This is an optimization exercise on Yosys and OpenROAD, whose aim is small area and a short achievable clock period, not a production implementation. In this exercise RTL edits were held to simulation tests only and were not proved equivalent to the original. Power figures rest on the tool's default switching activity, not on a simulated workload.

==> flow/design.v (outline; a module is shown in full before it is edited, if it fits) <==
// module Adder: 227 lines
// module MUX: 9 lines
// module AOI222: 6 lines
// module AOI22: 6 lines
// module NAND4: 6 lines
// module NAND3: 6 lines
// module OR3: 6 lines
// module FA: 7 lines
// module HA: 7 lines
// module BENC: 8 lines
// module BPP: 6 lines
// module PGCELL: 7 lines
// module GCELL: 6 lines
// module XOR2: 6 lines
// module AND4: 6 lines
// module AND3: 6 lines
// module AOI21: 6 lines
// module OAI21: 6 lines
// module NAND2: 6 lines
// module NOR2: 6 lines
// module INV: 6 lines
// module XNOR2: 6 lines
// module Shift_Left: 7 lines
// module Sign_Extend: 14 lines
// module PC: 15 lines
// module ALU: 14 lines
// module Multiplier: 553 lines
// module RF_Decode: 14 lines
// module RF_Read: 518 lines
// module RF_Read2: 551 lines
// module Control_Unit: 105 lines
// module Data_Path: 109 lines
// module MIPS_Core: 76 lines
module MIPS_Core (
input  wire          Clk_M,
input  wire          Reset_M,
output wire  [31:0]  PC_M,
input  wire  [31:0]  Instr_M,
output wire          MemWrite_M,
output wire  [31:0]  ALUOut_M,
output wire  [31:0]  WriteData_M,
input  wire  [31:0]  ReadData_M
);
  // ...
==> flow/flow/run.sh <==
#!/bin/bash
# Layout: the standard flow (standard.sh), with three changes in how the
# layout is made. The SDC, the clock period and every step's script are the
# standard ones.
#  * ORFS's timing repair aims at a setup slack of 10 ns rather than 0, so that
#    it keeps speeding up the critical paths past what the 22 ns clock needs.
#  * Port buffering (still on every input and output) starts from buf_1; the
#    repair upsizes the ones on critical paths.
#  * After the standard synthesis, the a22oi/a21oi/o22ai gates that ABC sized
#    up to drive strength 2 start at strength 1; the repair upsizes the ones
#    on critical paths. Registers are not touched.
set -euo pipefail
ARGS=(SETUP_SLACK_MARGIN=10 "BUFFER_PORTS_ARGS=-buffer_cell sky130_fd_sc_hd__buf_1")
bash standard.sh "${ARGS[@]}" synth > synth.log 2>&1
NET=orfs/results/$FLOW_PLATFORM/MIPS_Core/base/1_2_yosys.v
sed -i -E 's/sky130_fd_sc_hd__(a22oi|a21oi|o22ai)_2 /sky130_fd_sc_hd__\1_1 /' "$NET"
touch "$NET"
bash standard.sh "${ARGS[@]}" finish > layout.log 2>&1
==> flow/standard.sh <==
#!/bin/bash
# synth_recipe.tcl (not shown) runs the flow's synth.tcl, then flattens the netlist and writes it again
# the make line also repeats each setting of config.mk as NAME=value (left out here)
make -C /OpenROAD-flow-scripts/flow DESIGN_CONFIG=/design/flow/config.mk WORK_HOME=/design/flow/orfs CLKGATE_MAP_FILE= SYNTH_SCRIPT=/design/flow/synth_recipe.tcl "${@:-finish}"
==> flow/config.mk <==
export PLATFORM = sky130hd
export DESIGN_NAME = MIPS_Core
export DESIGN_NICKNAME = MIPS_Core
export VERILOG_FILES = /design/flow/design.v
export SDC_FILE = /design/flow/constraint.sdc
export NUM_CORES = 4
export LEC_CHECK = 0
export CAP_MARGIN = 20
export CORE_MARGIN = 2
export CORE_UTILIZATION = 30
export CTS_CLUSTER_DIAMETER = 60
export CTS_CLUSTER_SIZE = 25
export SLEW_MARGIN = 20
export SYNTH_HIERARCHICAL = 1
==> flow/constraint.sdc <==
create_clock -name core_clock -period 22.0 [get_ports {Clk_M}]
set_input_delay 4.4000 -clock core_clock [delete_from_list [all_inputs] [get_ports {Clk_M}]]
set_output_delay 4.4000 -clock core_clock [all_outputs]
set_load 0.01 [all_outputs]
==> results by group, run 1 <==
Floorplan
  – Die Ht: 453.3 µm
  – Die width: 453.3 µm
  – Well Taps: about 2700

Critical path
  – CP Launch Point: Instr_M[22]
  – Crit Path Class: in -> out
  – Arr. time, crit path: a little under 8 ns
  – Critical path capture point type: primary output
  – CP max FO: 32
  – Worst R2R Setup Slack: 13.68 ns
  – CP startpoint kind: input pin

Placement
  – Global placement routability congestion: 0.9543

Hold path
  – End of the worst hold path: valid[13]

Pwr
  – Clock network power share: 31.9%
  – Clock Power: ~1.8 mW
  – Switching power: between 1.5 and 2 mW
  – PD cells: 75.86 mW/mm²

GRT
  – Met2 Use GR: a little under two fifths
  – Grt ovf: 0

Clock network
  – CTS resizes: 390
  – Post-CTS setup buffers: 53
  – Post-CTS Hold Buffers: 0
  – CTS root buf: clkbuf_16

Timing
  – Final min period: 12.36 ns
  – Slew at the pin with the worst max-slew slack: approximately 1.1 ns
  – Final Setup Violations: 0

Drt
  – Number of remaining DRC errors: 0
  – Metal-1 WL: between 80 and 90 mm
  – Vias per inst: about 6.5
  – DR pass1 iterations: 13
  – DRT iter0 DRCs: between 9000 and 10000
  – Metal2 WL: 114.1 mm

Final layout
  – Max reg flops: 1024
  – Util after Layout: approximately 36%
  – Register area: 0.03230 mm²

Yosys
  – Ys Warns: 7

Outcome
  – Status: finished clean
==> module MIPS_Core, before the edit <==
module MIPS_Core (
input  wire          Clk_M,
input  wire          Reset_M,
output wire  [31:0]  PC_M,
input  wire  [31:0]  Instr_M,
output wire          MemWrite_M,
output wire  [31:0]  ALUOut_M,
output wire  [31:0]  WriteData_M,
input  wire  [31:0]  ReadData_M
);
wire [5:0]  op    = Instr_M[31:26];
wire [5:0]  funct = Instr_M[5:0];
wire [31:0] simm  = {{16{Instr_M[15]}}, Instr_M[15:0]};
wire is_r    = (op == 6'b00_0000);
wire is_addi = (op == 6'b00_1000);
wire is_lw   = (op == 6'b10_0011);
wire is_sw   = (op == 6'b10_1011);
wire is_beq  = (op == 6'b00_0100);
wire is_j    = (op == 6'b00_0010);
wire f_sub = (funct == 6'b10_0010);
wire f_slt = (funct == 6'b10_1010);
wire f_mul = (funct == 6'b01_1100);
wire        reg_write = is_r | is_addi | is_lw;
wire [4:0]  wr_addr   = is_r ? Instr_M[15:11] : Instr_M[20:16];
wire [31:0] rs_val, rt_val;
wire [31:0] wr_data;
reg [31:0] mem [0:31];
reg [31:0] valid;
always @(posedge Clk_M or negedge Reset_M)
    if (!Reset_M)
        valid <= 32'd0;
    else if (reg_write)
        valid[wr_addr] <= 1'b1;
always @(posedge Clk_M)
    if (reg_write)
        mem[wr_addr] <= wr_data;
wire [1023:0] mem_q;
genvar gi;
generate
    for (gi = 0; gi < 32; gi = gi + 1) begin : q_
        assign mem_q[32*gi +: 32] = mem[gi];
    end
endgenerate
wire [31:0] sel1, sel2;
RF_Decode Dec1 (.A(Instr_M[25:21]), .V(valid), .Sel(sel1));
RF_Decode Dec2 (.A(Instr_M[20:16]), .V(valid), .Sel(sel2));
wire [31:0] rs_addr;
RF_Read2 Rd1 (.Q(mem_q), .Sel(sel1), .RD(rs_val), .RDM(rs_addr));
RF_Read Rd2 (.Q(mem_q), .Sel(sel2), .RD(rt_val));
wire [31:0] addr;
Adder #(.W(32)) AddrAdd (.A(rs_addr), .B(simm), .Cin(1'b0), .C(addr));
wire        r_sub = f_sub | f_slt;
wire [31:0] sum, prod;
ALU Alu (
    .SrcA(rs_val),
    .SrcB(rt_val),
    .Sub(r_sub),
    .Sum(sum),
    .Prod(prod)
);
wire [31:0] other = is_lw ? ReadData_M : is_r ? (f_slt ? {31'd0, sum[31]} : sum) : addr;
assign ALUOut_M    = addr;
assign WriteData_M = rt_val;
assign MemWrite_M  = is_sw;
assign wr_data     = (is_r & f_mul) ? prod : other;
reg  [31:2] pc;
wire [31:2] pc4     = pc + 30'd1;
wire [31:2] pc_br   = pc4 + simm[29:0];
wire        take_br = is_beq & (rs_val == rt_val);
wire [31:2] pc_next = is_j    ? {pc4[31:28], Instr_M[25:0]} :
                      take_br ? pc_br : pc4;
always @(posedge Clk_M or negedge Reset_M)
    if (!Reset_M) pc <= 30'd0;
    else          pc <= pc_next;
assign PC_M = {pc, 2'b00};
endmodule
==> run 2: changes to the inputs <==
--- a/flow/design.v
+++ b/flow/design.v
@@ -2312,3 +2312,3 @@
 Adder #(.W(32)) AddrAdd (.A(rs_addr), .B(simm), .Cin(1'b0), .C(addr));
-wire        r_sub = f_sub | f_slt;
+wire        r_sub = is_beq | (is_r & (f_sub | f_slt));
 wire [31:0] sum, prod;
@@ -2321,7 +2321,9 @@
 );
-wire [31:0] other = is_lw ? ReadData_M : is_r ? (f_slt ? {31'd0, sum[31]} : sum) : addr;
-assign ALUOut_M    = addr;
+wire        use_addr = is_lw | is_sw | is_addi;
+wire [31:0] other = use_addr ? addr : (is_r & f_slt) ? {31'd0, sum[31]} : sum;
+wire [31:0] alu_out = (is_r & f_mul) ? prod : other;
+assign ALUOut_M    = alu_out;
 assign WriteData_M = rt_val;
 assign MemWrite_M  = is_sw;
-assign wr_data     = (is_r & f_mul) ? prod : other;
+assign wr_data     = (is_r & f_mul) ? prod : is_lw ? ReadData_M : other;
 reg  [31:2] pc;
--- a/flow/flow/run.sh
+++ b/flow/flow/run.sh
@@ -4,3 +4,3 @@
 # standard ones.
-#  * ORFS's timing repair aims at a setup slack of 10 ns rather than 0, so that
+#  * ORFS's timing repair aims at a setup slack of 6 ns rather than 0, so that
 #    it keeps speeding up the critical paths past what the 22 ns clock needs.
@@ -12,3 +12,3 @@
 set -euo pipefail
-ARGS=(SETUP_SLACK_MARGIN=10 "BUFFER_PORTS_ARGS=-buffer_cell sky130_fd_sc_hd__buf_1")
+ARGS=(SETUP_SLACK_MARGIN=6 "BUFFER_PORTS_ARGS=-buffer_cell sky130_fd_sc_hd__buf_1")
 bash standard.sh "${ARGS[@]}" synth > synth.log 2>&1
==> results by group, run 2 <==
Critical path
  – CP Launch Point: Instr_M[21] (was Instr_M[22])
  – RR Endpoint: mem[9][27] (was mem[28][28])
  – Crit Path Class: in -> out (unchanged)
  – Critical path capture point type: primary output (unchanged)
  – Worst R2R Setup Slack: 14.20 ns (was 13.68 ns)
  – Worst setup path endpoint: ALUOut_M[30] (was ALUOut_M[31])
  – CP required: 17.60 ns (about the same)
  – CP max FO: 10 (was 32)
  – Slowest-stage cell, CP: fa_1 (was a222oi_1)
  – Arr. time, crit path: 11.54 ns (was 7.96 ns)
  – CP peak stage delay: 0.55 ns (was 0.43 ns)
  – R2R depth: 30 (was 27)
  – Worst R2R Start: valid[8] (was valid[3])
  – CP Buf/Inv Count: 9 (was 6)
  – Delay-heaviest family, CP: adder cells (was simple AND/OR/NAND/NOR gates)
  – Most used cell along the critical path: fa_1
  – Crit. path cell count: 31 (was 18)
  – CP startpoint kind: input pin (unchanged)

Timing
  – Period utilization: 72.45% (was 56.20%)
  – Layout Skew: 0.07091 ns (was 0.04586 ns)
  – Hold_ws: 0.5196 ns (was 0.5164 ns)
  – Slew headroom: 16.36% (was 25.62%)
  – Fmax: 0.06274 GHz (was 0.08088 GHz)
  – Slew at the pin with the worst max-slew slack: 1.245 ns (was 1.116 ns)
  – Max Slew Vio Count: 0 (unchanged)
  – Setup TNS: 0 ns (unchanged)
  – Fin. Hold Viols: 0 (unchanged)
  – Final min period: 15.94 ns (was 12.36 ns)
  – Unrepaired setup endpoints after global routing: yes (unchanged)
  – Final Setup Violations: 0 (unchanged)

Clock network
  – CTS sink cnt: 1086 (unchanged)
  – Clk Latency, worst-skew pair: 0.75 ns (about the same)
  – Clock Tree Buf Depth: 3 (unchanged)
  – H-tree Lvls: 3 (unchanged)
  – CTS root buf: clkbuf_16 (unchanged)
  – CTS Buf Count: 92 (was 87)
  – Worst-path clk slew: 0.07 ns (about the same)
  – CTS tree: done (unchanged)
  – Post-CTS Hold Buffers: 0 (unchanged)

Pwr
  – Max IR drop VDD: 0.00007546 V (was 0.00005576 V)
  – Total power: 5.683 mW (was 5.500 mW)
  – Reg power frac: 42.2% (was 43.9%)
  – Cell-internal power: 3.815 mW (was 3.693 mW)
  – PD cells: 77.28 mW/mm² (was 75.86 mW/mm²)
  – P_leak: 25.25 nW (was 24.55 nW)
  – Gate power share: 25.8% (was 24.2%)
  – Switching power: 1.867 mW (was 1.807 mW)
  – Clock network power share: 32.0% (was 31.9%)
  – Switching Share: 32.86% (about the same)

GRT
  – First-pass GRT wire length: 344.7 mm (was 354.2 mm)
  – Vias in the first global route: 47984 (was 48263)
  – Initial antenna violation count: 8 (was 6)
  – GRT Overall Usage: 22.94% (was 23.69%)
  – Grt ovf: 0 (unchanged)
  – Maximum number of pins on one net before global-route repair: 67 (was 65)

Drt
  – Vias: 50169 (was 50025)
  – DRT iter0 DRCs: 11013 (was 9915)
  – Vias per inst: 6.415 (was 6.462)
  – Final ANT Viol Nets: 0 (unchanged)
  – Number of remaining DRC errors: 0 (unchanged)
  – DR pass1 iterations: 12 (was 13)
  – DR WL/cell: 32.15 µm (was 32.68 µm)
  – Routed wire length: 251.4 mm (was 253.0 mm)

Final layout
  – Largest register by flop count: mem (unchanged)
  – Total Nets Final: 5496 (was 5434)
  – Top flop regs: mem x1024, valid x32, pc x30 (unchanged)
  – Max reg flops: 1024 (unchanged)
  – Util after Layout: 36.35% (was 36.20%)
  – Most frequent cells in the layout: edfxtp_1 (1024), a222oi_1 (640), xnor2_1 (388) (was edfxtp_1 (1024), a222oi_1 (640), xnor2_1 (396))
  – Most common cell after layout, fill and taps aside: edfxtp_1 (unchanged)
  – Layout overhead on the synthesized area: 20.38% (was 19.72%)
  – Share of layout cells above drive strength 1: 16.33% (was 16.70%)

Floorplan
  – Die width: 455.2 µm (was 453.3 µm)
  – Initial Utilization: 30.19% (was 30.24%)
  – Placement Rows: 165 (was 164)
  – Die ar.: 0.2072 mm² (was 0.2055 mm²)
  – I/O pin cnt: 163 (unchanged)
  – Core region area: 0.2023 mm² (was 0.2003 mm²)
  – Die Ht: 455.2 µm (was 453.3 µm)

Placement
  – Dpl hpwl: 152.3 mm (was 154.2 mm)
  – Port Buffers: 160 (unchanged)
  – Global placement routability congestion: 0.8957 (was 0.9543)

Yosys
  – Mean Syn Cell Area: 13.41 µm² (about the same)
  – Ys Warns: 7 (unchanged)
  – Syn Std Cell Area: 0.06108 mm² (was 0.06056 mm²)
  – Syn Inst Count: 4556 (was 4516)

Run
  – MaxCap Viol Count: 0 (unchanged)

Outcome
  – Status: finished clean (unchanged)

Hold path
  – Worst min-delay path class: reg -> reg (unchanged)
  – Worst hold path depth: 1 (unchanged)
==> run 2: how the worst min path moves through the flow <==
stage | from | to | slack, ns
floorplan | valid[10] | valid[10] | 0.43
global placement | valid[17] | valid[17] | 0.50
detailed placement | valid[4] | valid[4] | 0.50
CTS | valid[4] | valid[4] | 0.52
global route | valid[27] | valid[27] | 0.54
finish | valid[27] | valid[27] | 0.52
==> run 2: final cells by class <==
type	count	area, µm²
Fill cell	19240	128800
Inverter	89	337.8
Tap cell	2672	3343
Sequential cell	1086	32300
Timing Repair Buffer	469	4270
Clock buffer	97	2364
Clock inverter	75	1028
Antenna cell	3	7.507
Multi-Input combinational cell	3329	29880
==> run 2: timing repair <==
| item | in CTS | in global routing |
|---|---|---|
| cloned | 11 | 16 |
| pin swaps | 62 | 136 |
| setup endpoints to repair | 23 | 14 |
| buffers inserted | 31 | 45 |
| gates resized for setup | 242 | 249 |
==> run 2: routing by layer <==
metal  wire length [µm]  vias up  global-route usage (%)
li1                   -    20410                       -
met1              91970    25130                   29.31
met2             111100     3896                   35.47
met3              33330      729                   6.181
met4              15000        4                   12.07
met5                 21        -                       0
==> run 2: through the flow <==
| step | cells | area (µm²) | setup WS, ns |
|---|---|---|---|
| after global placement | 7540 | 66780 | 4.412 |
| after global routing | 7817 | 73530 | 5.899 |
| after floorplan | 4562 | 61150 | 6.009 |
| after CTS | 7755 | 71780 | 6.001 |
| final | 7820 | 73530 | 6.062 |
| after detailed placement | 7541 | 66790 | 4.349 |
==> run 2: power by group through the flow <==
stage	sequential, mW	clock, mW	combinational [mW]
after global routing	2.40	1.91	1.57
after floorplan	2.44	0	0.812
final	2.40	1.82	1.47
after global placement	2.44	0	1.25
after CTS	2.39	1.83	1.35
after detailed placement	2.44	0	1.26
==> run 2: worst register-to-register path: cells and delay by family (launching register included) <==
| family | cells | cell delay, ns |
|---|---|---|
| adders and majority gates | 6 | 2.67 |
| buffers and inverters | 8 | 1.70 |
| AOI/OAI and AO/OA | 8 | 1.37 |
| and+or+nand+nor | 6 | 1.01 |
| DFF | 1 | 0.44 |
| xor gates and xnor gates | 2 | 0.37 |

[re-timing with driven ports]
No port has a modelled driver above. Below, the same layouts with a new extraction and two added sets of constraints. Step 1 (the two cells are an assumption about what drives the block):
set clk [get_ports {Clk_M}]
set_driving_cell -lib_cell sky130_fd_sc_hd__clkbuf_16 $clk
set_driving_cell -lib_cell sky130_fd_sc_hd__buf_2 [delete_from_list [all_inputs] $clk]
Step 2 also shifts input and output timing later by t, the mid clock arrival at the registers, as if the neighbouring blocks saw the same clock. a / b / c = ideal ports / drivers / drivers and shift; a / b = the first two.
run | t, ns | slack for setup (ns) | hold WS [ns] | worst setup path at the end
run 1 | 0.806 | 9.636 / 9.554 / 9.232 | 0.516 / 0.516 / 0.516 | input to register
run 2 | 0.800 | 6.062 / 5.901 / 5.901 | 0.520 / 0.520 / 0.520 | input to output
After both steps every run listed still meets setup and hold. For run 1, which loses most, drivers alone change the setup slack by -0.082 ns; drivers and shift together by -0.404 ns.
